This design comes from an exercise in tuning for small area on the open sky130 flow, not from production work. Where RTL was checked, it was by simulation tests only, not by an equivalence proof against the original. The RTL of runs 1 and 3 was laid out without a check of its function.

--- flow/flow/run.sh ---
#!/bin/bash
# Own layout flow: the standard ORFS flow (standard.sh) with three changes that
# only change how the layout is made:
#  1. synthesis maps the logic with a stronger ABC area script (flow/area.abc);
#     everything else in synthesis, registers included, is the standard synthesis;
#  2. every input and output port is buffered with the smallest buffer (buf_1);
#  3. the clock tree uses small clock buffers and no dummy loads.
# Each tool's output goes to a log file of its own in this folder and in orfs/logs.
set -euo pipefail
W=$(pwd)
F=$W/flow

# 1. synthesis: ORFS's synth.tcl with our ABC script in place of the area/speed one
sed 's#log_cmd abc {\*}$abc_args#log_cmd abc {*}[lreplace $abc_args 1 1 '"$F"'/area.abc]#' \
    "$FLOW_HOME/scripts/synth.tcl" > "$W/own_synth_core.tcl"
grep -q "$F/area.abc" "$W/own_synth_core.tcl"
sed 's#$::env(SCRIPTS_DIR)/synth.tcl#'"$W"'/own_synth_core.tcl#' "$W/synth_recipe.tcl" > "$W/own_synth.tcl"
grep -q own_synth_core "$W/own_synth.tcl"
sed 's#SYNTH_SCRIPT=[^ ]*#SYNTH_SCRIPT='"$W"'/own_synth.tcl#' "$W/standard.sh" > "$W/own_standard.sh"
grep -q own_synth.tcl "$W/own_standard.sh"

# 2. and 3. through ORFS's own variables
export BUFFER_PORTS_ARGS="-buffer_cell sky130_fd_sc_hd__buf_1"
export CTS_ARGS="-sink_clustering_enable -repair_clock_nets -dont_use_dummy_load -buf_list {sky130_fd_sc_hd__clkbuf_2 sky130_fd_sc_hd__clkbuf_4 sky130_fd_sc_hd__clkbuf_8}"

bash "$W/own_standard.sh" finish > "$W/flow_make.log" 2>&1
--- flow/flow/area.abc ---
strash
&get -n
&deepsyn -T 30
&put
dch -f
amap
strash
&get -n
&deepsyn -T 30
&put
dch -f
amap
topo
--- flow/standard.sh ---
#!/bin/bash
# synth_recipe.tcl (not shown) runs the flow's synth.tcl, then flattens the netlist and writes it again
# the make line also repeats each setting of config.mk as NAME=value (left out here)
make -C /OpenROAD-flow-scripts/flow DESIGN_CONFIG=/design/flow/config.mk WORK_HOME=/design/flow/orfs CLKGATE_MAP_FILE= SYNTH_SCRIPT=/design/flow/synth_recipe.tcl "${@:-finish}"
--- flow/config.mk ---
export PLATFORM = sky130hd
export DESIGN_NAME = top_book_vending
export DESIGN_NICKNAME = top_book_vending
export VERILOG_FILES = /design/flow/design.v
export SDC_FILE = /design/flow/constraint.sdc
export NUM_CORES = 4
export LEC_CHECK = 0
export ABC_AREA = 1
export CAP_MARGIN = 20
export CORE_MARGIN = 2
export CORE_UTILIZATION = 60
export SLEW_MARGIN = 20
--- flow/constraint.sdc ---
create_clock -name core_clock -period 20.0 [get_ports {clk}]
set_input_delay 4.0000 -clock core_clock [delete_from_list [all_inputs] [get_ports {clk}]]
set_output_delay 4.0000 -clock core_clock [all_outputs]
set_load 0.01 [all_outputs]
--- flow/design.v ---
module bcd_step(d, up, n);
    input [3:0] d;
    input up;
    output [3:0] n;
    wire nz = d[3] | d[2] | d[1];
    assign n[0] = ~d[0];
    assign n[1] = up ? ((d[1] ^ d[0]) & ~d[3]) : ((d[1] ^ ~d[0]) & nz);
    assign n[2] = up ? (d[2] ^ (d[1] & d[0])) : (d[2] ? (d[1] | d[0]) : (d[3] & ~d[0]));
    assign n[3] = up ? ((d[3] & ~d[0]) | (d[2] & d[1] & d[0])) : ((d[3] & d[0]) | ~(nz | d[0]));
endmodule
module seg7(d, s);
    input [3:0] d;
    output [6:0] s;
    assign s[0] = (d[0] & ~d[1] & ~d[2] & ~d[3]) | (d[2] & d[3]) | (~d[0] & ~d[1] & d[2]);
    assign s[1] = (~d[0] & d[1] & d[2]) | (d[1] & d[3]) | (d[0] & ~d[1] & d[2]);
    assign s[2] = (d[1] & d[3]) | (~d[0] & d[1] & ~d[2]);
    assign s[3] = (~d[0] & ~d[1] & d[2]) | (d[0] & ~d[1] & ~d[2] & ~d[3]) | (d[0] & d[1] & d[2]);
    assign s[4] = (~d[1] & d[2]) | d[0];
    assign s[5] = (d[1] & ~d[2]) | (d[0] & ~d[2] & ~d[3]) | (d[0] & d[1]);
    assign s[6] = (~d[1] & ~d[2] & ~d[3]) | (d[0] & d[1] & d[2]);
endmodule
module bcd_add(t, a, ci, s, co);
    input [3:0] t, a;
    input ci;
    output [3:0] s;
    output co;
    wire [4:0] z = t + a + ci;
    assign co = z[4] | (z[3] & (z[2] | z[1]));
    assign s = z[3:0] + {1'b0, co, co, 1'b0};
endmodule
module top_book_vending(clk, sw9, sw8, sw7, sw6, sw5, sw4, sw3, sw2, sw1 , sw0, btn3, btn2, btn1, btn0 , seg5, seg4, seg3, seg2, seg1, seg0);
    input sw0, sw1, sw2, sw3, sw4, sw5, sw6, sw7, sw8, sw9;
    input btn0, btn1, btn2, btn3;
    input clk;
    output [6:0] seg0, seg1, seg2, seg3, seg4, seg5;
    reg       c3;             
    reg [3:0] c2, c1, c0;
    reg       q2;             
    reg [3:0] q1, q0;
    reg       t5;             
    reg [3:0] t4, t3, t2, t1, t0;
    reg [2:0] m;              
    reg       prev_buy;       
    wire [3:0] B = {btn3, btn2, btn1, btn0};
    wire [1:0] ck = {sw6, sw5};
    wire c_up = sw7;
    wire cz2 = ~c3 & (c2 == 4'd0);
    wire cz1 = cz2 & (c1 == 4'd0);
    wire c1ge24 = (c1 >= 4'd3) | ((c1 == 4'd2) & (c0 >= 4'd4));
    reg c_blk;
    always @* begin
        if (c_up) begin
            case (ck)
                2'd0: c_blk = c3 & c1[1] & (c0 == 4'd3);                        
                2'd1: c_blk = c3 & (c1[1] | (c1[0] & (c0 >= 4'd4)));            
                2'd2: c_blk = c3 | ((c2 == 4'd9) & c1ge24);                     
                default: c_blk = ~cz2 | c1ge24;                                 
            endcase
        end else begin
            case (ck)
                2'd0: c_blk = cz1 & (c0 == 4'd0);
                2'd1: c_blk = cz1;
                2'd2: c_blk = cz2;
                default: c_blk = ~c3;
            endcase
        end
    end
    wire [3:0] cw = c_up ? 4'd9 : 4'd0;       
    wire ca0 = (ck == 2'd0);
    wire ca1 = (ck == 2'd1) | (ca0 & (c0 == cw));
    wire ca2 = (ck == 2'd2) | (ca1 & (c1 == cw));
    wire ca3 = (ck == 2'd3) | (ca2 & (c2 == cw));
    wire [3:0] c0s, c1s, c2s;
    bcd_step st_c0(c0, c_up, c0s);
    bcd_step st_c1(c1, c_up, c1s);
    bcd_step st_c2(c2, c_up, c2s);
    wire c_go = ~sw9 | ~c_blk;
    always @(posedge clk) begin
        if (sw8 & c_go & (~sw9 | ca0)) c0 <= sw9 ? c0s : 4'd0;
        if (sw8 & c_go & (~sw9 | ca1)) c1 <= sw9 ? c1s : 4'd0;
        if (sw8 & c_go & (~sw9 | ca2)) c2 <= sw9 ? c2s : 4'd0;
        if (sw8 & c_go & (~sw9 | ca3)) c3 <= sw9 & ~c3;
    end
    wire qk = sw1;
    wire q_up = sw2;
    wire qz1 = ~q2 & (q1 == 4'd0);
    reg q_blk;
    always @* begin
        if (q_up) begin
            if (!qk) q_blk = q2 & q1[1] & (q0 == 4'd7);                        
            else     q_blk = q2 & (q1[1] | (q1[0] & (q0 >= 4'd8)));             
        end else begin
            if (!qk) q_blk = qz1 & (q0 == 4'd0);
            else     q_blk = qz1;
        end
    end
    wire [3:0] qw = q_up ? 4'd9 : 4'd0;
    wire qa0 = ~qk;
    wire qa1 = qk | (q0 == qw);
    wire qa2 = qa1 & (q1 == qw);
    wire [3:0] q0s, q1s;
    bcd_step st_q0(q0, q_up, q0s);
    bcd_step st_q1(q1, q_up, q1s);
    wire q_go = ~sw4 | ~q_blk;
    always @(posedge clk) begin
        if (sw3 & q_go & (~sw4 | qa0)) q0 <= sw4 ? q0s : 4'd0;
        if (sw3 & q_go & (~sw4 | qa1)) q1 <= sw4 ? q1s : 4'd0;
        if (sw3 & q_go & (~sw4 | qa2)) q2 <= sw4 & ~q2;
    end
    wire lt256 = ~c3 & ((c2 <= 4'd1) | ((c2 == 4'd2) & ((c1 <= 4'd4) | ((c1 == 4'd5) & (c0 <= 4'd5)))));
    wire lt512 = ~c3 & ((c2 <= 4'd4) | ((c2 == 4'd5) & ((c1 == 4'd0) | ((c1 == 4'd1) & (c0 <= 4'd1)))));
    reg [3:0] a2, a3, a4;
    reg       a5;
    always @* begin
        if (lt256) begin             
            a2 = q0; a3 = q1; a4 = {3'd0, q2}; a5 = 1'b0;
        end else if (lt512) begin    
            a2 = {1'b0, q0[0], 1'b0, q0[0]};
            a3 = {1'b0, q0[3:1]} + {1'b0, q1[0], 1'b0, q1[0]};
            a4 = {1'b0, q1[3:1]} + {1'b0, q2, 1'b0, q2};
            a5 = 1'b0;
        end else begin               
            a2 = 4'd0; a3 = q0; a4 = q1; a5 = q2;
        end
    end
    wire [3:0] s2, s3, s4;
    wire k2, k3, k4;
    bcd_add ad2(t2, a2, 1'b0, s2, k2);
    bcd_add ad3(t3, a3, k2, s3, k3);
    bcd_add ad4(t4, a4, k3, s4, k4);
    wire [1:0] s5 = t5 + a5 + k4;             
    wire lge72 = (t1 >= 4'd8) | ((t1 == 4'd7) & (t0 >= 4'd2));
    wire wrap = s5[1] | (s5[0] & ((s4 >= 4'd4) | ((s4 == 4'd3) & ((s3 >= 4'd2) | ((s3 == 4'd1) & ((s2 != 4'd0) | lge72))))));
    wire [3:0] w0 = (t0 >= 4'd2) ? t0 - 4'd2 : t0 + 4'd8;
    wire [3:0] w1x = t1 + 4'd2 + (t0 >= 4'd2);
    wire [3:0] w1 = (w1x >= 4'd10) ? w1x - 4'd10 : w1x;
    wire b2 = ~lge72;
    wire [4:0] w2x = {1'b0, s2} - b2;
    wire b3 = w2x[4];
    wire [3:0] w2 = b3 ? w2x + 5'd10 : w2x;
    wire [4:0] w3x = {1'b0, s3} - 5'd1 - b3;
    wire b4 = w3x[4];
    wire [3:0] w3 = b4 ? w3x + 5'd10 : w3x;
    wire [4:0] w4x = {1'b0, s4} - 5'd3 - b4;
    wire b5 = w4x[4];
    wire [3:0] w4 = b5 ? w4x + 5'd10 : w4x;
    wire w5 = s5[1] & ~s5[0] & ~b5;            
    wire m0 = (m == 3'd0);
    wire buy = (B == 4'b1110) & ~sw0 & ~prev_buy;
    always @(posedge clk) begin
        prev_buy <= (B == 4'b1110);
        if (B == 4'b0111) m <= 3'd0;
        else if (B == 4'b1011) m <= 3'd1;
        else if (B == 4'b1101) m <= 3'd2;
        else if (B == 4'b1110) m <= sw0 ? 3'd4 : 3'd3;
        if (m0 | buy) begin
            t5 <= ~m0 & (wrap ? w5 : s5[0]);
            t4 <= m0 ? 4'd0 : wrap ? w4 : s4;
            t3 <= m0 ? 4'd0 : wrap ? w3 : s3;
            t2 <= m0 ? 4'd0 : wrap ? w2 : s2;
        end
        if (m0 | (buy & wrap)) begin
            t1 <= m0 ? 4'd0 : w1;
            t0 <= m0 ? 4'd0 : w0;
        end
    end
    localparam [6:0] BAR = 7'b0111111,
                     L_C = 7'b0100111, L_N = 7'b0101011, L_Q = 7'b0011000,
                     L_T = 7'b0000111, L_Y = 7'b0010001, L_F = 7'b0001110,
                     L_I = 7'b1111001, L_BN = 7'b1001000, L_S = 7'b0010010,
                     L_H = 7'b0001001;
    wire m1 = ~m[2] & ~m[1] & m[0];
    wire m2 = ~m[2] & m[1] & ~m[0];
    wire m4 = m[2];
    wire tz4 = ~t5 & (t4 == 4'd0);
    wire tz3 = tz4 & (t3 == 4'd0);
    wire tz2 = tz3 & (t2 == 4'd0);
    wire tz1 = tz2 & (t1 == 4'd0);
    wire [3:0] dd0 = m1 ? c0 : m2 ? q0 : t0;
    wire [3:0] dd1 = m1 ? (cz1 ? 4'd15 : c1) : m2 ? (qz1 ? 4'd15 : q1) : (tz1 ? 4'd15 : t1);
    wire [3:0] dd2 = m1 ? (cz2 ? 4'd15 : c2) : m2 ? (q2 ? 4'd1 : 4'd15) : (tz2 ? 4'd15 : t2);
    wire [3:0] dd3 = m1 ? (c3 ? 4'd1 : 4'd15) : (tz3 ? 4'd15 : t3);
    wire [3:0] dd4 = tz4 ? 4'd15 : t4;
    wire [3:0] dd5 = t5 ? 4'd1 : 4'd15;
    wire [6:0] e0, e1, e2, e3, e4, e5;
    seg7 dc0(dd0, e0);
    seg7 dc1(dd1, e1);
    seg7 dc2(dd2, e2);
    seg7 dc3(dd3, e3);
    seg7 dc4(dd4, e4);
    seg7 dc5(dd5, e5);
    assign seg0 = m0 ? BAR : m4 ? L_H : e0;
    assign seg1 = m0 ? BAR : m4 ? L_S : e1;
    assign seg2 = m0 ? BAR : m4 ? L_I : e2;
    assign seg3 = m0 ? BAR : m4 ? L_BN : m2 ? L_Y : e3;
    assign seg4 = m0 ? BAR : m4 ? L_I : m2 ? L_T : m1 ? L_N : e4;
    assign seg5 = m0 ? BAR : m4 ? L_F : m2 ? L_Q : m1 ? L_C : e5;
endmodule
==> metrics.yaml, run 1 <==
status:
  run_status: "finished clean"
clock_network:
  post-cts-setup-buffers: 0
  postcts_resize_cnt: 0
  clk-insertion-delay-late_ns: 0.30
  clock-sinks: 46
  number_of_levels_the_h_tree_was_split_into: 2
  cts.hold.buffers_added: 0
  clkTransAtPathRegs_ns: 0.09
  cts-buffers-inserted: 5
  clock_tree.buffer_depth: 2
  cts_tree: "yes"
  clock_tree.root_cell: "sky130_fd_sc_hd__clkbuf_8"
setup_path:
  path_delay_family: "compound AO/OA/AOI/OAI gates"
  worst-path-buf-inv: 10
  critical_path_class: "reg -> reg"
  worst-endpoint-arrival_ns: 9.78
  critPathMostFrequentCell: "sky130_fd_sc_hd__clkinv_1"
  critical-path-max-stage-delay_ns: 0.55
  critical-path-slowest-cell: "sky130_fd_sc_hd__o21ai_0"
  worstPathRequired_ns: 20.16
  end_kind: "flip-flop"
  cp-start-kind: "flip-flop"
  worst-path-max-fanout: 8
yosys:
  ys_seq_elements: 46
  yosysUniqueCellTypes: 50
  synth_enable_flop_cells: 42
  postSynthCellCount: 649
  register_area_share_after_synthesis_pct: 27.9
  netlist_area_um2: 4810
  synth_flop_cell: "sky130_fd_sc_hd__edfxtp_1"
  synth_area_leader_cell: "sky130_fd_sc_hd__edfxtp_1"
  ys_async_sr_fraction_pct: 0
  synth_top_area_share_pct: 26.2
  syn_area_per_cell_um2: 7.42
  synth-warning-count: 1
  mappedNetlistNets: 722
  netlist_top_cells_area: "sky130_fd_sc_hd__edfxtp_1 26%, sky130_fd_sc_hd__ha_1 13%, sky130_fd_sc_hd__nor2_1 10%"
global_routing:
  grt-busiest-layer: "met2"
  grtUsageMet3_pct: 5.72
  first_pass_grt_wire_length_um: 21900
  track_usage_pct: 31.8
  gr-usage-met2_pct: 49.8
  grt_start_max_net_pins: 17
  use_met1_pct: 43.9
  antenna_violations_before_repair: 0
  grt_pass1_vias: 4594
  grt_overflow_total: 0
routing:
  drtAntennaViolNets: 0
  detail_route.wirelength_um: 13600
  drc: 0
  vias_per_cell: 6.19
  drt_pre_antenna_iters: 5
  drtIter0Drc: 394
  num_vias: 5029
  wl_per_cell_um: 16.8
timing:
  fin_hold_ws_ns: 0.582
  max_slew.worst_pin.slew_ns: 0.766
  max_slew_margin_pct: 48.7
  post-route-min-period_ns: 9.62
  grt_setup_unrepaired: "no"
  period_share_pct: 48.1
  finalMaxSlewViolations: 0
  final_report_setup_violation_count: 0
  setup-tns-final_ns: 0
  final.setup_skew_ns: 0.0158
  number_of_hold_violations_in_the_final_report: 0
  maxClockFrequency_mhz: 104
layout:
  drive_above_1_share_pct: 1.13
  n_fill_cell: 666
  multi_input_area_um2: 3050
  seq_area_um2: 1340
  area_delta_synth_final_pct: 8.55
  layout.nets: 785
  antenna_cells_inserted: 0
  post-route-cell-area_um2: 5230
floorplan:
  die_area_um2: 8750
  chipHeight_um: 93.6
  fp.dieW_um: 93.6
  num_io_pins: 57
  initial_core_util_pct: 62.0
  core_area_um2: 7770
  floorplan.rows: 32
placement:
  dpl.hpwl_um: 11100
  placed_cell_area_um2: 5160
  port_buffers: 56
  gp_congestion: 0.937
worst_hold_path:
  hold_path_class: "reg -> reg"
flow_run:
  cap_viol_max_count: 0
cell usage after synthesis, types with 2 or more instances:
cell,n
sky130_fd_sc_hd__or2_0,8
sky130_fd_sc_hd__nor2b_1,7
sky130_fd_sc_hd__a222oi_1,3
sky130_fd_sc_hd__nand3_1,16
sky130_fd_sc_hd__a211o_1,2
sky130_fd_sc_hd__o22a_1,3
sky130_fd_sc_hd__a41oi_1,2
sky130_fd_sc_hd__a32o_1,5
sky130_fd_sc_hd__a211oi_1,3
sky130_fd_sc_hd__or3_1,4
sky130_fd_sc_hd__o31ai_1,11
sky130_fd_sc_hd__o21ai_0,56
sky130_fd_sc_hd__xor2_1,2
sky130_fd_sc_hd__a22oi_1,2
sky130_fd_sc_hd__o32ai_1,3
sky130_fd_sc_hd__a31oi_1,14
sky130_fd_sc_hd__edfxtp_1,42
sky130_fd_sc_hd__o221ai_1,2
sky130_fd_sc_hd__nor2_1,130
sky130_fd_sc_hd__o22ai_1,23
sky130_fd_sc_hd__nand2_1,46
sky130_fd_sc_hd__fa_1,9
sky130_fd_sc_hd__buf_4,2
sky130_fd_sc_hd__clkinv_1,110
sky130_fd_sc_hd__a221oi_1,2
sky130_fd_sc_hd__o311ai_0,2
sky130_fd_sc_hd__nor3_1,19
sky130_fd_sc_hd__ha_1,49
sky130_fd_sc_hd__a21oi_1,37
sky130_fd_sc_hd__nand4_1,3
sky130_fd_sc_hd__a21o_1,3
sky130_fd_sc_hd__nor4_1,2
sky130_fd_sc_hd__o21a_1,6
sky130_fd_sc_hd__dfxtp_1,4
sky130_fd_sc_hd__o211ai_1,2
worst paths after layout:
kind	slack [ns]	cells past startpoint	start	end
max	10.38	40	c0[0]$_SDFFCE_PN0P_	t2[3]$_SDFFCE_PP0P_
min	0.58	1	t0[1]$_SDFFCE_PP0P_	t0[1]$_SDFFCE_PP0P_
max reg2reg	10.38	40	c0[0]$_SDFFCE_PN0P_	t2[3]$_SDFFCE_PP0P_
min reg2reg	0.58	1	t0[1]$_SDFFCE_PP0P_	t0[1]$_SDFFCE_PP0P_
logic make-up (layout without fill, tap and decap cells):
| logic type | Yosys count | after routing | share of synthesized area, % |
|---|---|---|---|
| and+or+nand+nor | 240 | 240 | 21.2 |
| AOI/OAI and AO/OA | 190 | 190 | 25.0 |
| buffers and inverters | 112 | 173 | 8.89 |
| adders and majority gates | 58 | 58 | 16.5 |
| DFF | 46 | 46 | 27.9 |
| xor gates and xnor gates | 3 | 3 | 0.546 |
cell type report:
| cell class | count | area share, % |
|---|---|---|
| clock buffer | 5 | 1.32 |
| inverter | 110 | 7.90 |
| multi-input combinational | 491 | 58.4 |
| sequential | 46 | 25.7 |
| tap | 102 | 2.44 |
| timing repair buffer | 58 | 4.31 |
layout by cell type, fill, tap and decap left out, types with 8 or more instances in the layout:
master	n
sky130_fd_sc_hd__or2_0	8
sky130_fd_sc_hd__nor3_1	19
sky130_fd_sc_hd__a31oi_1	14
sky130_fd_sc_hd__fa_1	9
sky130_fd_sc_hd__o31ai_1	10
sky130_fd_sc_hd__a21oi_1	37
sky130_fd_sc_hd__o21ai_0	56
sky130_fd_sc_hd__nand2_1	46
sky130_fd_sc_hd__nand3_1	16
sky130_fd_sc_hd__o22ai_1	23
sky130_fd_sc_hd__buf_1	56
sky130_fd_sc_hd__clkinv_1	110
sky130_fd_sc_hd__ha_1	49
sky130_fd_sc_hd__nor2_1	130
sky130_fd_sc_hd__edfxtp_1	42
state kept, by name, summed over array words and instances, names as in the netlist, 3 cells and up:
name and count:
c0 4, c1 4, c2 4, q0 4, q1 4, t1 4
t2 4, t3 4, t4 4, m 3, t0 3
metrics by stage:
| stage | cells | setup slack (ns) | util [%] |
|---|---|---|---|
| 4_1_cts | 812 | 10.55 | 67.3 |
| 3_5_place_dp | 807 | 10.60 | 66.4 |
| 6_report | 812 | 10.38 | 67.3 |
| 5_1_grt | 812 | 9.38 | 67.3 |
| 2_1_floorplan | 649 | 11.09 | - |
| 3_3_place_gp | 807 | 10.95 | 66.4 |
layer usage:
metal	vias up	routed length, µm
met3	33	1200
met5	-	0
met1	2300	5980
met2	252	6000
li1	2444	-
met4	0	422
==> run 2: changes to the inputs <==
--- a/flow/design.v
+++ b/flow/design.v
@@ -38,7 +38,9 @@
     reg       q2;             
     reg [3:0] q1, q0;
     reg       t5;             
-    reg [3:0] t4, t3, t2, t1, t0;
+    reg [3:0] t4, t3, t2, t1;
+    reg [1:0] t0h;            
+    wire [3:0] t0 = {t0h, t1[0], 1'b0};
     reg [2:0] m;              
     reg       prev_buy;       
     wire [3:0] B = {btn3, btn2, btn1, btn0};
@@ -46,14 +48,15 @@
     wire c_up = sw7;
     wire cz2 = ~c3 & (c2 == 4'd0);
     wire cz1 = cz2 & (c1 == 4'd0);
-    wire c1ge24 = (c1 >= 4'd3) | ((c1 == 4'd2) & (c0 >= 4'd4));
+    wire c0ge4 = c0[3] | c0[2];
+    wire c1ge24 = c1[3] | c1[2] | (c1[1] & (c1[0] | c0ge4));
     reg c_blk;
     always @* begin
         if (c_up) begin
             case (ck)
-                2'd0: c_blk = c3 & c1[1] & (c0 == 4'd3);                        
-                2'd1: c_blk = c3 & (c1[1] | (c1[0] & (c0 >= 4'd4)));            
-                2'd2: c_blk = c3 | ((c2 == 4'd9) & c1ge24);                     
+                2'd0: c_blk = c3 & c1[1] & c0[1] & c0[0];                       
+                2'd1: c_blk = c3 & (c1[1] | (c1[0] & c0ge4));           
+                2'd2: c_blk = c3 | (c2[3] & c2[0] & c1ge24);                    
                 default: c_blk = ~cz2 | c1ge24;                                 
             endcase
         end else begin
@@ -65,11 +68,10 @@
             endcase
         end
     end
-    wire [3:0] cw = c_up ? 4'd9 : 4'd0;       
     wire ca0 = (ck == 2'd0);
-    wire ca1 = (ck == 2'd1) | (ca0 & (c0 == cw));
-    wire ca2 = (ck == 2'd2) | (ca1 & (c1 == cw));
-    wire ca3 = (ck == 2'd3) | (ca2 & (c2 == cw));
+    wire ca1 = (ck == 2'd1) | (ca0 & (c_up ? c0[3] & c0[0] : c0 == 4'd0));
+    wire ca2 = (ck == 2'd2) | (ca1 & (c_up ? c1[3] & c1[0] : c1 == 4'd0));
+    wire ca3 = (ck == 2'd3) | (ca2 & (c_up ? c2[3] & c2[0] : c2 == 4'd0));
     wire [3:0] c0s, c1s, c2s;
     bcd_step st_c0(c0, c_up, c0s);
     bcd_step st_c1(c1, c_up, c1s);
@@ -87,17 +89,16 @@
     reg q_blk;
     always @* begin
         if (q_up) begin
-            if (!qk) q_blk = q2 & q1[1] & (q0 == 4'd7);                        
-            else     q_blk = q2 & (q1[1] | (q1[0] & (q0 >= 4'd8)));             
+            if (!qk) q_blk = q2 & q1[1] & q0[2] & q0[1] & q0[0];                       
+            else     q_blk = q2 & (q1[1] | (q1[0] & q0[3]));            
         end else begin
             if (!qk) q_blk = qz1 & (q0 == 4'd0);
             else     q_blk = qz1;
         end
     end
-    wire [3:0] qw = q_up ? 4'd9 : 4'd0;
     wire qa0 = ~qk;
-    wire qa1 = qk | (q0 == qw);
-    wire qa2 = qa1 & (q1 == qw);
+    wire qa1 = qk | (q_up ? q0[3] & q0[0] : q0 == 4'd0);
+    wire qa2 = qa1 & (q_up ? q1[3] & q1[0] : q1 == 4'd0);
     wire [3:0] q0s, q1s;
     bcd_step st_q0(q0, q_up, q0s);
     bcd_step st_q1(q1, q_up, q1s);
@@ -107,8 +108,9 @@
         if (sw3 & q_go & (~sw4 | qa1)) q1 <= sw4 ? q1s : 4'd0;
         if (sw3 & q_go & (~sw4 | qa2)) q2 <= sw4 & ~q2;
     end
-    wire lt256 = ~c3 & ((c2 <= 4'd1) | ((c2 == 4'd2) & ((c1 <= 4'd4) | ((c1 == 4'd5) & (c0 <= 4'd5)))));
-    wire lt512 = ~c3 & ((c2 <= 4'd4) | ((c2 == 4'd5) & ((c1 == 4'd0) | ((c1 == 4'd1) & (c0 <= 4'd1)))));
+    wire c1le4 = ~c1[3] & ~(c1[2] & (c1[1] | c1[0]));
+    wire lt256 = ~c3 & ~c2[3] & ~c2[2] & (~c2[1] | (~c2[0] & (c1le4 | (c1 == 4'd5) & ~c0[3] & ~(c0[2] & c0[1]))));
+    wire lt512 = ~c3 & ~c2[3] & (~c2[2] | (~c2[1] & (~c2[0] | ((c1 == 4'd0) | ((c1 == 4'd1) & ~c0[3] & ~c0[2] & ~c0[1])))));
     reg [3:0] a2, a3, a4;
     reg       a5;
     always @* begin
@@ -129,11 +131,16 @@
     bcd_add ad3(t3, a3, k2, s3, k3);
     bcd_add ad4(t4, a4, k3, s4, k4);
     wire [1:0] s5 = t5 + a5 + k4;             
-    wire lge72 = (t1 >= 4'd8) | ((t1 == 4'd7) & (t0 >= 4'd2));
+    wire lge72 = t1[3] | (t1[0] & t1[1] & t1[2]);
     wire wrap = s5[1] | (s5[0] & ((s4 >= 4'd4) | ((s4 == 4'd3) & ((s3 >= 4'd2) | ((s3 == 4'd1) & ((s2 != 4'd0) | lge72))))));
-    wire [3:0] w0 = (t0 >= 4'd2) ? t0 - 4'd2 : t0 + 4'd8;
-    wire [3:0] w1x = t1 + 4'd2 + (t0 >= 4'd2);
-    wire [3:0] w1 = (w1x >= 4'd10) ? w1x - 4'd10 : w1x;
+    wire [1:0] w0h;
+    wire [3:0] w1;
+    assign w0h[0] = t0h[1] | (t1[0] & t0h[0]);
+    assign w0h[1] = ~t1[0] & ~t0h[0] & ~t0h[1];
+    assign w1[0] = t0h[1] | (~t1[0] & t0h[0]);
+    assign w1[1] = (~t1[0] & ~t1[1] & ~t1[3]) | (t1[0] & t1[3]) | (t1[0] & t1[1] & ~t1[2]);
+    assign w1[2] = (t1[0] & ~t1[2] & ~t1[3]) | (t1[1] & ~t1[2]) | (~t1[0] & ~t1[1] & t1[2]);
+    assign w1[3] = (t1[0] & ~t1[1] & t1[2]) | (~t1[0] & t1[1] & t1[2]);
     wire b2 = ~lge72;
     wire [4:0] w2x = {1'b0, s2} - b2;
     wire b3 = w2x[4];
@@ -161,7 +168,7 @@
         end
         if (m0 | (buy & wrap)) begin
             t1 <= m0 ? 4'd0 : w1;
-            t0 <= m0 ? 4'd0 : w0;
+            t0h <= m0 ? 2'd0 : w0h;
         end
     end
     localparam [6:0] BAR = 7'b0111111,
==> flow/flow/run.sh (replaced) <==
#!/bin/bash
# Own layout flow: the standard ORFS flow (standard.sh) with three changes that
# only change how the layout is made:
#  1. synthesis maps all the logic with a stronger ABC area script (flow/area.abc);
#     everything else in synthesis, registers included, is the standard synthesis;
#  2. every input and output port is buffered with the smallest buffer (buf_1);
#  3. the clock tree uses small clock buffers and no dummy loads.
# Each tool's output goes to a log file of its own in this folder and in orfs/logs.
set -euo pipefail
W=$(pwd)
F=$W/flow

# 1. synthesis: ORFS's synth.tcl with our ABC script in place of the area/speed one
sed 's#log_cmd abc {\*}$abc_args#log_cmd abc {*}[lreplace $abc_args 1 1 '"$F"'/area.abc]#' \
    "$FLOW_HOME/scripts/synth.tcl" > "$W/own_synth_core.tcl"
grep -q "$F/area.abc" "$W/own_synth_core.tcl"
sed 's#$::env(SCRIPTS_DIR)/synth.tcl#'"$W"'/own_synth_core.tcl#' "$W/synth_recipe.tcl" > "$W/own_synth.tcl"
grep -q own_synth_core "$W/own_synth.tcl"
# (ADDER_MAP_FILE empty: no full/half-adder cells are extracted before ABC, so ABC maps all the logic)
sed 's#SYNTH_SCRIPT=[^ ]*#SYNTH_SCRIPT='"$W"'/own_synth.tcl ADDER_MAP_FILE=#' "$W/standard.sh" > "$W/own_standard.sh"
grep -q own_synth.tcl "$W/own_standard.sh"

# 2. and 3. through ORFS's own variables
export BUFFER_PORTS_ARGS="-buffer_cell sky130_fd_sc_hd__buf_1"
export CTS_ARGS="-sink_clustering_enable -repair_clock_nets -dont_use_dummy_load -sink_clustering_size 50 -sink_clustering_max_diameter 300 -root_buf sky130_fd_sc_hd__clkbuf_8 -buf_list {sky130_fd_sc_hd__clkbuf_8 sky130_fd_sc_hd__clkbuf_16}"

bash "$W/own_standard.sh" finish > "$W/flow_make.log" 2>&1
==> run 2 against run 1 <==
Critical endpoint is now t4[3]$_SDFFCE_PP0P_. Register-to-register slack better by 0.02 ns. Highest routed layer unchanged. Via count down 6.3%. Sequential cell count fell by 1. Routed wire length fell by 15%. Clock skew is 0.0021 ns lower. Die area is 15% lower. Critical path type unchanged. Core utilization is 0.62 points lower. Cell area is 15% lower.
==> metrics.yaml, run 2 <==
status:
  run_status: "finished clean"
clock_network:
  clock_tree.root_cell: "sky130_fd_sc_hd__clkbuf_8"
  number_of_levels_the_h_tree_was_split_into: 2
  clock-sinks: 45
  clkTransAtPathRegs_ns: 0.09
  cts-buffers-inserted: 5
  postcts_resize_cnt: 0
  cts_tree: "yes"
  clock_tree.buffer_depth: 2
  post-cts-setup-buffers: 0
  clk-insertion-delay-late_ns: 0.31
  cts.hold.buffers_added: 0
routing:
  drt_pre_antenna_iters: 6
  vias_per_cell: 6.26
  met3RoutedLength_um: 956
  num_vias: 4711
  detail_route.wirelength_um: 11500
  route.met2.wl_um: 5220
  top_layer: "met4"
  drtAntennaViolNets: 0
  drc: 0
  drtIter0Drc: 409
  route.layer.met1.wl_um: 5080
  wl_per_cell_um: 15.3
yosys:
  mappedNetlistNets: 627
  synth_top_area_share_pct: 30.2
  ys_async_sr_fraction_pct: 0
  synth_flop_cell: "sky130_fd_sc_hd__edfxtp_1"
  postSynthCellCount: 612
  yosys-top-cells-count: "151 x sky130_fd_sc_hd__nor2_1, 81 x sky130_fd_sc_hd__clkinv_1, 73 x sky130_fd_sc_hd__o21ai_0"
  register_area_share_after_synthesis_pct: 32.1
  ys_seq_elements: 45
  netlist_area_um2: 4080
  syn_area_per_cell_um2: 6.67
  yosysUniqueCellTypes: 42
  synth_enable_flop_cells: 41
  synth_area_leader_cell: "sky130_fd_sc_hd__edfxtp_1"
  synth-warning-count: 1
  cell_with_the_most_instances_after_synthesis: "sky130_fd_sc_hd__nor2_1"
  netlist_top_cells_area: "sky130_fd_sc_hd__edfxtp_1 30%, sky130_fd_sc_hd__nor2_1 14%, sky130_fd_sc_hd__o21ai_0 9.0%"
setup_path:
  critical_path_class: "reg -> reg"
  worst-endpoint-arrival_ns: 9.65
  worst_r2r_path_depth: 41
  critical-path-max-stage-delay_ns: 0.79
  critPathMostFrequentCell: "sky130_fd_sc_hd__o21ai_0"
  setup.worst_path.end: "t4[3]$_SDFFCE_PP0P_"
  cp_startpoint: "c2[0]$_SDFFCE_PN0P_"
  worst-path-max-fanout: 10
  reg2reg_from: "c2[0]$_SDFFCE_PN0P_"
  cp-start-kind: "flip-flop"
  ff2ff_setup_slack_ns: 10.41
  critical-path-slowest-cell: "sky130_fd_sc_hd__o21ai_0"
  end_kind: "flip-flop"
  worstPathRequired_ns: 20.05
  r2r-end: "t4[3]$_SDFFCE_PP0P_"
worst_hold_path:
  hold_path_class: "reg -> reg"
  hold_path_depth: 2
timing:
  max_slew.worst_pin.slew_ns: 0.991
  number_of_hold_violations_in_the_final_report: 0
  post-route-min-period_ns: 9.59
  final_report_setup_violation_count: 0
  setup-tns-final_ns: 0
  max_slew_margin_pct: 33.2
  period_share_pct: 48.0
  finalMaxSlewViolations: 0
  maxClockFrequency_mhz: 104
  final.setup_skew_ns: 0.0137
  grt_setup_unrepaired: "no"
layout:
  layout.nets: 689
  post-route-cell-area_um2: 4450
  antenna_cells_inserted: 0
  commonest_non_fill_non_tap_cell_in_the_layout: "sky130_fd_sc_hd__nor2_1"
  n_fill_cell: 607
  layout_common_cells: "151 x sky130_fd_sc_hd__nor2_1, 81 x sky130_fd_sc_hd__clkinv_1, 72 x sky130_fd_sc_hd__o21ai_0"
  area_delta_synth_final_pct: 9.10
  drive_above_1_share_pct: 0.893
floorplan:
  core_area_um2: 6680
  floorplan.rows: 30
  initial_core_util_pct: 61.1
  chipHeight_um: 86.5
  fp.dieW_um: 86.5
  die_area_um2: 7480
  num_io_pins: 57
placement:
  port_buffers: 56
  dpl.hpwl_um: 9170
  placed_cell_area_um2: 4380
  gp_congestion: 0.979
global_routing:
  first_pass_grt_wire_length_um: 19000
  grt_overflow_total: 0
  antenna_violations_before_repair: 0
  grt_pass1_vias: 4109
  grt_start_max_net_pins: 18
  track_usage_pct: 31.5
flow_run:
  cap_viol_max_count: 0
[run 2: cell count changes after synthesis, moves of 6 or more]
cell | previous run | this run
sky130_fd_sc_hd__ha_1 | 49 | 0
sky130_fd_sc_hd__nor2_1 | 130 | 151
sky130_fd_sc_hd__o31ai_1 | 11 | 4
sky130_fd_sc_hd__nand2_1 | 46 | 69
sky130_fd_sc_hd__clkinv_1 | 110 | 81
sky130_fd_sc_hd__a211oi_1 | 3 | 10
sky130_fd_sc_hd__fa_1 | 9 | 0
sky130_fd_sc_hd__o22ai_1 | 23 | 16
sky130_fd_sc_hd__nand3_1 | 16 | 10
sky130_fd_sc_hd__o21ai_0 | 56 | 73
[run 2: logic make-up after synthesis]
group	synth area share [%]
AND/OR/NAND/NOR	27.8
AO/OA/AOI/OAI	32.3
flip-flops	32.1
buffers and inverters	7.82
[run 2: critical path: cells and delay by family (launching register included)]
family	cells	cell delay, ns
compound gates	16	4.19
buf+inv	5	0.87
flops	1	0.47
simple gates	20	3.82
[run 2: area by class of cell]
type                       count  area (µm²)  share of cell area, %
multi-input combinational    484        2450                   55.0
tap                           80         100                   2.25
sequential                    45        1310                   29.4
inverter                      81         304                   6.83
clock buffer                   5        68.8                   1.55
timing repair buffer          57         218                   4.89
[run 2: worst min-delay path by stage]
stage | start | endpoint | slack, ns
6_report | m[0]$_SDFFE_PP0P_ | m[0]$_SDFFE_PP0P_ | 0.59
5_1_grt | m[0]$_SDFFE_PP0P_ | m[0]$_SDFFE_PP0P_ | 0.64
4_1_cts | m[0]$_SDFFE_PP0P_ | m[0]$_SDFFE_PP0P_ | 0.58
3_5_place_dp | m[0]$_SDFFE_PP0P_ | m[0]$_SDFFE_PP0P_ | 0.57
3_3_place_gp | m[0]$_SDFFE_PP0P_ | m[0]$_SDFFE_PP0P_ | 0.57
2_1_floorplan | m[0]$_SDFFE_PP0P_ | m[0]$_SDFFE_PP0P_ | 0.53
[run 2: per-stage QoR]
step / std cells / utilization [%] / hold slack [ns] / setup WS (ns)
final: 752 / 66.6 / 0.588 / 10.41
after floorplan: 612 / - / 0.532 / 11.37
after global placement: 747 / 65.6 / 0.570 / 11.34
after global routing: 752 / 66.6 / 0.638 / 9.30
after CTS: 752 / 66.6 / 0.583 / 10.66
after detailed placement: 747 / 65.6 / 0.566 / 10.71
[run 2: per-layer routing]
layer,up-vias,global-route usage (%)
li1,2337,-
met1,2109,43.7
met2,236,50.5
met3,29,5.24
met4,0,10.1
met5,-,0
==> run 3: changes to the inputs <==
--- a/flow/design.v
+++ b/flow/design.v
@@ -44,6 +44,15 @@
     reg [2:0] m;              
     reg       prev_buy;       
     wire [3:0] B = {btn3, btn2, btn1, btn0};
+    function [3:0] hold4(input e, input [3:0] n, input [3:0] q);
+        hold4 = ({4{e}} & n) | ({4{~e}} & q);
+    endfunction
+    function [1:0] hold2(input e, input [1:0] n, input [1:0] q);
+        hold2 = ({2{e}} & n) | ({2{~e}} & q);
+    endfunction
+    function hold1(input e, input n, input q);
+        hold1 = (e & n) | (~e & q);
+    endfunction
     wire [1:0] ck = {sw6, sw5};
     wire c_up = sw7;
     wire cz2 = ~c3 & (c2 == 4'd0);
@@ -78,10 +87,10 @@
     bcd_step st_c2(c2, c_up, c2s);
     wire c_go = ~sw9 | ~c_blk;
     always @(posedge clk) begin
-        if (sw8 & c_go & (~sw9 | ca0)) c0 <= sw9 ? c0s : 4'd0;
-        if (sw8 & c_go & (~sw9 | ca1)) c1 <= sw9 ? c1s : 4'd0;
-        if (sw8 & c_go & (~sw9 | ca2)) c2 <= sw9 ? c2s : 4'd0;
-        if (sw8 & c_go & (~sw9 | ca3)) c3 <= sw9 & ~c3;
+        c0 <= hold4(sw8 & c_go & (~sw9 | ca0), {4{sw9}} & c0s, c0);
+        c1 <= hold4(sw8 & c_go & (~sw9 | ca1), {4{sw9}} & c1s, c1);
+        c2 <= hold4(sw8 & c_go & (~sw9 | ca2), {4{sw9}} & c2s, c2);
+        c3 <= hold1(sw8 & c_go & (~sw9 | ca3), sw9 & ~c3, c3);
     end
     wire qk = sw1;
     wire q_up = sw2;
@@ -104,9 +113,9 @@
     bcd_step st_q1(q1, q_up, q1s);
     wire q_go = ~sw4 | ~q_blk;
     always @(posedge clk) begin
-        if (sw3 & q_go & (~sw4 | qa0)) q0 <= sw4 ? q0s : 4'd0;
-        if (sw3 & q_go & (~sw4 | qa1)) q1 <= sw4 ? q1s : 4'd0;
-        if (sw3 & q_go & (~sw4 | qa2)) q2 <= sw4 & ~q2;
+        q0 <= hold4(sw3 & q_go & (~sw4 | qa0), {4{sw4}} & q0s, q0);
+        q1 <= hold4(sw3 & q_go & (~sw4 | qa1), {4{sw4}} & q1s, q1);
+        q2 <= hold1(sw3 & q_go & (~sw4 | qa2), sw4 & ~q2, q2);
     end
     wire c1le4 = ~c1[3] & ~(c1[2] & (c1[1] | c1[0]));
     wire lt256 = ~c3 & ~c2[3] & ~c2[2] & (~c2[1] | (~c2[0] & (c1le4 | (c1 == 4'd5) & ~c0[3] & ~(c0[2] & c0[1]))));
@@ -152,33 +161,29 @@
     wire b5 = w4x[4];
     wire [3:0] w4 = b5 ? w4x + 5'd10 : w4x;
     wire w5 = s5[1] & ~s5[0] & ~b5;            
-    wire m0 = (m == 3'd0);
+    wire m0 = m[2] & ~m[0];
     wire buy = (B == 4'b1110) & ~sw0 & ~prev_buy;
     always @(posedge clk) begin
         prev_buy <= (B == 4'b1110);
-        if (B == 4'b0111) m <= 3'd0;
-        else if (B == 4'b1011) m <= 3'd1;
-        else if (B == 4'b1101) m <= 3'd2;
-        else if (B == 4'b1110) m <= sw0 ? 3'd4 : 3'd3;
-        if (m0 | buy) begin
-            t5 <= ~m0 & (wrap ? w5 : s5[0]);
-            t4 <= m0 ? 4'd0 : wrap ? w4 : s4;
-            t3 <= m0 ? 4'd0 : wrap ? w3 : s3;
-            t2 <= m0 ? 4'd0 : wrap ? w2 : s2;
-        end
-        if (m0 | (buy & wrap)) begin
-            t1 <= m0 ? 4'd0 : w1;
-            t0h <= m0 ? 2'd0 : w0h;
-        end
+        if (B == 4'b0111) m <= 3'b100;
+        else if (B == 4'b1011) m <= 3'b001;
+        else if (B == 4'b1101) m <= 3'b010;
+        else if (B == 4'b1110) m <= {sw0, 1'b0, sw0};
+        t5 <= hold1(m0 | buy, ~m0 & (wrap ? w5 : s5[0]), t5);
+        t4 <= hold4(m0 | buy, {4{~m0}} & (wrap ? w4 : s4), t4);
+        t3 <= hold4(m0 | buy, {4{~m0}} & (wrap ? w3 : s3), t3);
+        t2 <= hold4(m0 | buy, {4{~m0}} & (wrap ? w2 : s2), t2);
+        t1 <= hold4(m0 | (buy & wrap), {4{~m0}} & w1, t1);
+        t0h <= hold2(m0 | (buy & wrap), {2{~m0}} & w0h, t0h);
     end
     localparam [6:0] BAR = 7'b0111111,
                      L_C = 7'b0100111, L_N = 7'b0101011, L_Q = 7'b0011000,
                      L_T = 7'b0000111, L_Y = 7'b0010001, L_F = 7'b0001110,
                      L_I = 7'b1111001, L_BN = 7'b1001000, L_S = 7'b0010010,
                      L_H = 7'b0001001;
-    wire m1 = ~m[2] & ~m[1] & m[0];
-    wire m2 = ~m[2] & m[1] & ~m[0];
-    wire m4 = m[2];
+    wire m1 = m[0];              
+    wire m2 = m[1];
+    wire m4 = m[2];              
     wire tz4 = ~t5 & (t4 == 4'd0);
     wire tz3 = tz4 & (t3 == 4'd0);
     wire tz2 = tz3 & (t2 == 4'd0);
==> run 3 against run 2 <==
Critical path type unchanged. Die area up 1.7%. Sequential share of layout area down 0.52 points. Sequential cell count unchanged. Area after synthesis up 1.8%. Register-to-register slack improved by 1.1 ns. Highest routed layer unchanged. Global-route usage increased by 0.46 points. Still clean on timing, DRC and antenna. Setup slack improved by 1.1 ns. Routed wire length up 3.6%.
==> metrics.yaml, run 3 <==
layout:
  layout_common_cells: "145 x sky130_fd_sc_hd__nor2_1, 93 x sky130_fd_sc_hd__clkinv_1, 73 x sky130_fd_sc_hd__o21ai_0"
  commonest_non_fill_non_tap_cell_in_the_layout: "sky130_fd_sc_hd__nor2_1"
  drive_above_1_share_pct: 1.02
  area_delta_synth_final_pct: 9.13
  layout.nets: 704
  n_fill_cell: 604
  antenna_cells_inserted: 0
timing:
  max_slew.worst_pin.slew_ns: 0.880
  period_share_pct: 42.5
  final_report_setup_violation_count: 0
  finalMaxSlewViolations: 0
  maxClockFrequency_mhz: 118
  number_of_hold_violations_in_the_final_report: 0
  final.setup_skew_ns: 0.0197
  fin_hold_ws_ns: 0.507
  post-route-min-period_ns: 8.50
  grt_setup_unrepaired: "no"
  max_slew_margin_pct: 40.7
  setup-tns-final_ns: 0
global_routing:
  grt_start_max_net_pins: 19
  track_usage_pct: 32.0
  grt_overflow_total: 0
  antenna_violations_before_repair: 0
  first_pass_grt_wire_length_um: 19500
  grt_pass1_vias: 4303
yosys:
  synth_enable_flop_cells: 41
  synth_flop_cell: "sky130_fd_sc_hd__edfxtp_1"
  synth_area_leader_cell: "sky130_fd_sc_hd__edfxtp_1"
  register_area_share_after_synthesis_pct: 31.6
  synth_compound_area_share_pct: 32.1
  synth_top_area_share_pct: 29.6
  yosys.area_share.simple_pct: 27.6
  mappedNetlistNets: 641
  yosys-top-cells-count: "145 x sky130_fd_sc_hd__nor2_1, 93 x sky130_fd_sc_hd__clkinv_1, 73 x sky130_fd_sc_hd__o21ai_0"
  proportion_of_synthesized_area_in_mux_cells_pct: 0
  postSynthCellCount: 626
  ys_seq_elements: 45
  netlist_top_cells_area: "sky130_fd_sc_hd__edfxtp_1 30%, sky130_fd_sc_hd__nor2_1 13%, sky130_fd_sc_hd__o21ai_0 8.8%"
  yosysUniqueCellTypes: 45
  ys_async_sr_fraction_pct: 0
  synthAdderAreaFrac_pct: 0
  synth-warning-count: 1
  cell_with_the_most_instances_after_synthesis: "sky130_fd_sc_hd__nor2_1"
  yosys.area_share.xor_xnor_pct: 0
  synth_top_family_by_area: "compound AO/OA/AOI/OAI gates"
  netlist_area_um2: 4150
  syn_area_per_cell_um2: 6.64
routing:
  wl_per_cell_um: 15.6
  num_vias: 4812
  detail_route.wirelength_um: 11900
  drtIter0Drc: 388
  vias_per_cell: 6.27
  drtAntennaViolNets: 0
  drt_pre_antenna_iters: 5
  drc: 0
setup_path:
  critical-path-max-stage-delay_ns: 0.61
  critPathMostFrequentCell: "sky130_fd_sc_hd__nor2_1"
  critical-path-slowest-cell: "sky130_fd_sc_hd__a2111oi_0"
  cp-start-kind: "flip-flop"
  critical_path_class: "reg -> reg"
  worst-endpoint-arrival_ns: 8.55
  worstPathRequired_ns: 20.06
  worst-path-max-fanout: 8
  end_kind: "flip-flop"
clock_network:
  clock_tree.buffer_depth: 2
  cts_tree: "yes"
  clkTransAtPathRegs_ns: 0.09
  cts-buffers-inserted: 5
  number_of_levels_the_h_tree_was_split_into: 2
  clk-insertion-delay-late_ns: 0.30
  clock-sinks: 45
  cts.hold.buffers_added: 0
  postcts_resize_cnt: 0
  post-cts-setup-buffers: 0
  clock_tree.root_cell: "sky130_fd_sc_hd__clkbuf_8"
placement:
  port_buffers: 56
  gp_congestion: 0.955
  dpl.hpwl_um: 9340
floorplan:
  die_area_um2: 7600
  fp.dieW_um: 87.2
  core_area_um2: 6760
  chipHeight_um: 87.2
  num_io_pins: 57
  initial_core_util_pct: 61.5
  floorplan.rows: 30
flow_run:
  cap_viol_max_count: 0
worst_hold_path:
  hold_path_class: "reg -> reg"
status:
  run_status: "finished clean"
==> run 3: cell count changes in the layout (fill, tap and decap cells not counted), sizes merged, moves of 3 or more <==
cell    delta
or3        -6
nand2      -9
a22oi      -4
o22ai      +9
a31o       -4
nand3      +6
nor2       -6
a311oi     -4
clkinv    +12
o21a       +5
a21oi      -3
or2        +4
==> run 3: cell families (layout without fill, tap and decap cells) <==
| kind of cell | count (synthesis) | after routing |
|---|---|---|
| compound gates | 214 | 214 |
| flops | 45 | 45 |
| buf+inv | 95 | 156 |
| simple gates | 272 | 272 |
==> run 3: final cells by class <==
type                       instances  area [µm²]  area share, %
multi-input combinational        486        2480           54.7
inverter                          93         349           7.70
clock buffer                       5        68.8           1.52
tap                               80         100           2.21
timing repair buffer              58         225           4.97
sequential                        45        1310           28.9
==> run 3: metrics by stage <==
step / worst slack, ns / util [%] / instance area [µm²] / std cells
after floorplan: 12.44 / - / 4150 / 626
after global placement: 12.29 / 66.1 / 4460 / 762
after detailed placement: 11.69 / 66.1 / 4460 / 762
after CTS: 11.73 / 67.1 / 4530 / 767
after global routing: 10.45 / 67.1 / 4530 / 767
final: 11.50 / 67.1 / 4530 / 767
==> run 3: routing by layer <==
metal	vias up	routed length (µm)	global-route usage, %
met3	20	934	4.08
met2	246	5670	53.3
met5	-	0	0
met1	2159	5070	43.0
met4	0	261	10.9
li1	2387	-	-
==> run 3: path summary, 6_finish.rpt <==
kind                            cells after the start         startpoint                end  slack [ns]
worst max-delay path                               40          flip-flop          flip-flop       11.50
worst min-delay path                                1  m[1]$_SDFFE_PP0P_  m[1]$_SDFFE_PP0P_        0.51
worst max register to register                     40          flip-flop          flip-flop       11.50
worst min register to register                      1  m[1]$_SDFFE_PP0P_  m[1]$_SDFFE_PP0P_        0.51
==> run 3: worst max-delay path, delay by kind of cell (launching register included) <==
family                 cells  cell delay, ns
flip-flops                 1            0.49
AO/OA/AOI/OAI             16            4.08
buffers and inverters      6            0.93
AND/OR/NAND/NOR           18            2.77

port drivers added, routing unchanged:
The results above use ideal ports. As a check the final layouts listed here were re-extracted and re-timed, cells and wires unchanged. Step 1 assumes that a clkbuf_16 drives the clock port and a buf_2 every other input. Step 2 times the ports against the registers' clock, not the clock port: input delays grow and output delays shrink by t, the midpoint of the rising clock arrivals with the driver on. Three values: no drivers, after step 1, after step 2; two values: the first two.
| run | t (ns) | slack for setup (ns) | worst setup path at the end | clock arrival spread, ns |
|---|---|---|---|---|
| run 1 | 0.323 | 10.384 / 10.384 / 10.384 | register to register | 0.016 / 0.016 |
| run 2 | 0.330 | 10.409 / 10.409 / 10.409 | register to register | 0.014 / 0.013 |
| run 3 | 0.327 | 11.504 / 11.504 / 11.504 | register to register | 0.020 / 0.020 |
After both steps every run listed still meets setup and hold.
